Source: an optimization exercise on an open RTL-to-GDS flow (aim: small area, a short achievable clock period and few clock cycles). Production flows keep margins and buffers that such runs may drop.
Only simulation tests tie the RTL to the original design; equivalence was not proved.
Power figures rest on the tool's default switching activity, not on a simulated workload.

==> flow/design.v (excerpt) <==
module Top(
    Clk,
    Reset,
    Data_in,
    Wr_En,
    Outputs,
    Re
    );
For scale: roughly 3100 cells after synthesis, ~1200 flip-flops, ~36000 sq um of cells after synthesis.
Settings: LEC_CHECK=0, ABC_AREA=1, CAP_MARGIN=20, CORE_MARGIN=2, CORE_UTILIZATION=65, CTS_BUF_LIST=sky130_fd_sc_hd__clkbuf_8, CTS_CLUSTER_DIAMETER=40, CTS_CLUSTER_SIZE=16, PLACE_DENSITY=0.75, SETUP_SLACK_MARGIN=4.3, SLEW_MARGIN=20; clock period 7.0 ns.
run.sh (not shown) runs the stock make flow with config.mk's settings and CLKGATE_MAP_FILE= SYNTH_SCRIPT=/design/flow/synth_recipe.tcl, a recipe that flattens the netlist after the stock synthesis.
Testbench counts at the start, summed over its fixed seeds: cycles 11,427.
Edit:
Settings changed: ABC_AREA 1 to default, ABC_CLOCK_PERIOD_IN_PS from default to 3000, SETUP_SLACK_MARGIN 4.3 to 4.15.
Effect:
- setup slack gets better by 23 ps
- via count decreases slightly
- utilization increases by 0.73 points
- sequential share of layout area decreases by 0.62 points

========
Setup of run 1:
Top again, from the RTL that the note above started with.
Settings: LEC_CHECK=0, ABC_AREA=1, CAP_MARGIN=20, CORE_MARGIN=2, CORE_UTILIZATION=65, CTS_BUF_LIST=sky130_fd_sc_hd__clkbuf_8, CTS_CLUSTER_DIAMETER=45, CTS_CLUSTER_SIZE=20, PLACE_DENSITY=0.75, SETUP_SLACK_MARGIN=4.15, SLEW_MARGIN=20; clock period 7.0 ns.
Run 1 | stages: all done | timing, DRC, antenna: all pass
Testbench counts of run 1, summed over its fixed seeds: cycles 11,427.
Setup changes, run 1 to run 2
Settings: SETUP_SLACK_MARGIN changed from 4.15 to 4.3.
## What came out
Worst IR drop on VDD deteriorates in run 2 relative to run 1.
Any difference in via count between run 1 and run 2 is small enough to ignore.
Run 2 closes out successfully: all stages finished, all timing, DRC and antenna checks passed.
Cmp run 2 and run 1 / post-route core utilization / lower: run 1
Higher final worst-path setup slack was reported by run 2, not run 1.
### run 2 -> run 3
Settings: swapping 20 for 10 in CAP_MARGIN; swapping 20 for 10 in SLEW_MARGIN.
Findings:
Highest clock rate: run 3 vs run 2 identical
Run 3 and run 2 ended up with roughly the same number of clock buffers in the layout.
Re worst reg2reg path depth: no difference whatsoever between run 2 and run 3.
As far as number of hold violations in the final report goes, run 2 and run 3 are indistinguishable; the numbers are identical.
Diff run 2..run 3 | met1 routing resource usage after global routing | unchanged
Run 3 and run 2 ended up with nearly the same footprint of the multi-input gates.
Run 3 and run 2 ended up with nearly the same later-pin clock latency in the skew report.
Status: worst hold slack parity (run 3, run 2)
diff inputs: run 3 => run 4
Settings: a change of SLEW_MARGIN from 10 to 20; a change of SETUP_SLACK_MARGIN from 4.3 to 4.45; a change of CAP_MARGIN from 10 to 20.
### Flow results
- The combinational cell fraction of total power on run 3 is in line with that on run 4.
- In terms of number of different library cells in the post-synthesis netlist, run 3 and run 4 differ only marginally.
- From run 3 to run 4 the numbers moved as follows: routed wire length increased by about 2.3% relative to the old numbers, critical path depth decreased by 4 relative to the old numbers, met2 track demand over resource in global routing decreased by 0.22 points relative to the old numbers, worst hold slack increased by 0.0048 ns relative to the old numbers.
For run 5, these inputs were changed with respect to run 4:
Settings: a deleted ABC_AREA that had been 1; an added ABC_CLOCK_PERIOD_IN_PS of 3000; a change of SETUP_SLACK_MARGIN from 4.45 to 4.15.
## What came out
- [run 5 vs run 4] count of clock-buffer cells in the layout: higher in run 5
- Vias: run 5 below run 4
- In the tables for run 4 and run 5, count of cells resized by post-cts repair reads lower with run 5.
- Lower number of vias per cell was reported by run 4, not run 5.
- Number of buffers added by the clock tree synthesis step grows by a little under 10% when moving from run 4 to run 5.

========
Starting RTL as in the previous note.
==> flow/config.mk <==
export PLATFORM = sky130hd
export DESIGN_NAME = Top
export DESIGN_NICKNAME = Top
export VERILOG_FILES = /design/flow/design.v
export SDC_FILE = /design/flow/constraint.sdc
export NUM_CORES = 4
export LEC_CHECK = 0
export ABC_CLOCK_PERIOD_IN_PS = 3000
export CAP_MARGIN = 20
export CORE_MARGIN = 2
export CORE_UTILIZATION = 65
export CTS_BUF_LIST = sky130_fd_sc_hd__clkbuf_8
export CTS_CLUSTER_DIAMETER = 40
export CTS_CLUSTER_SIZE = 16
export PLACE_DENSITY = 0.75
export SETUP_SLACK_MARGIN = 4.3
export SLEW_MARGIN = 20
==> flow/constraint.sdc <==
create_clock -name core_clock -period 7.0 [get_ports {Clk}]
set_input_delay 1.4000 -clock core_clock [delete_from_list [all_inputs] [get_ports {Clk}]]
set_output_delay 1.4000 -clock core_clock [all_outputs]
set_load 0.01 [all_outputs]
Testbench counts at the start, summed over its fixed seeds: cycles 11,427.
Change:
--- a/flow/config.mk
+++ b/flow/config.mk
@@ -13,2 +13,2 @@
-export CTS_CLUSTER_DIAMETER = 40
-export CTS_CLUSTER_SIZE = 16
+export CTS_CLUSTER_DIAMETER = 50
+export CTS_CLUSTER_SIZE = 22
@@ -16 +16 @@
-export SETUP_SLACK_MARGIN = 4.3
+export SETUP_SLACK_MARGIN = 4.15
Total power decreases by 5.2%.
Non-clock buffer count falls by 46.
Sequential share of layout area increases by 2.1 points.
Die area stays the same.
Worst hold slack got worse by 0.012 ns.
Core utilization fell by 2.4 points.
Global-route usage drops by 0.82 points.
Worst setup slack got worse by 0.073 ns.
Cell area went down by 3.2%.

-- static timing again, ports no longer ideal --
In the flow no input, the clock included, has a driving cell. The finished layouts below were timed again as built, in two steps.
Step 1, drivers: a clkbuf_16 drives Clk and a buf_2 each remaining input, both assumed.
Step 2 times the ports against the registers' clock, not the clock port: input delays grow and output delays shrink by t, the midpoint of the rising clock arrivals with the driver on.
Three values: ideal, step 1, step 2; two values: the first two.
run	shift t [ns]	slack for setup (ns)	worst hold slack (ns)	worst setup path at the end	pins driven straight from the clock port
the first run of note 1	0.786	4.068 / 4.068 / 4.068	0.311 / 0.311 / 0.311	register to register	1
the second run of note 1	0.799	4.092 / 4.092 / 4.092	0.319 / 0.319 / 0.319	register to register	1
run 1	0.777	4.102 / 4.102 / 4.102	0.296 / 0.296 / 0.296	register to register	1
run 2	0.774	4.168 / 4.168 / 4.168	0.317 / 0.317 / 0.317	register to register	1
run 3	0.774	4.168 / 4.168 / 4.168	0.317 / 0.317 / 0.317	register to register	1
run 4	0.763	4.154 / 4.154 / 4.154	0.321 / 0.321 / 0.321	register to register	1
run 5	0.799	4.055 / 4.055 / 4.055	0.308 / 0.308 / 0.308	register to register	1
the first run of note 3	0.800	4.134 / 4.134 / 3.867	0.321 / 0.321 / 0.321	input to register	1
the second run of note 3	0.768	4.062 / 4.062 / 4.062	0.309 / 0.309 / 0.309	register to register	1
After both steps every run listed still meets setup and hold. For the first run of note 3, which loses most, drivers alone change the setup slack by 0.000 ns; drivers and shift together by -0.267 ns.
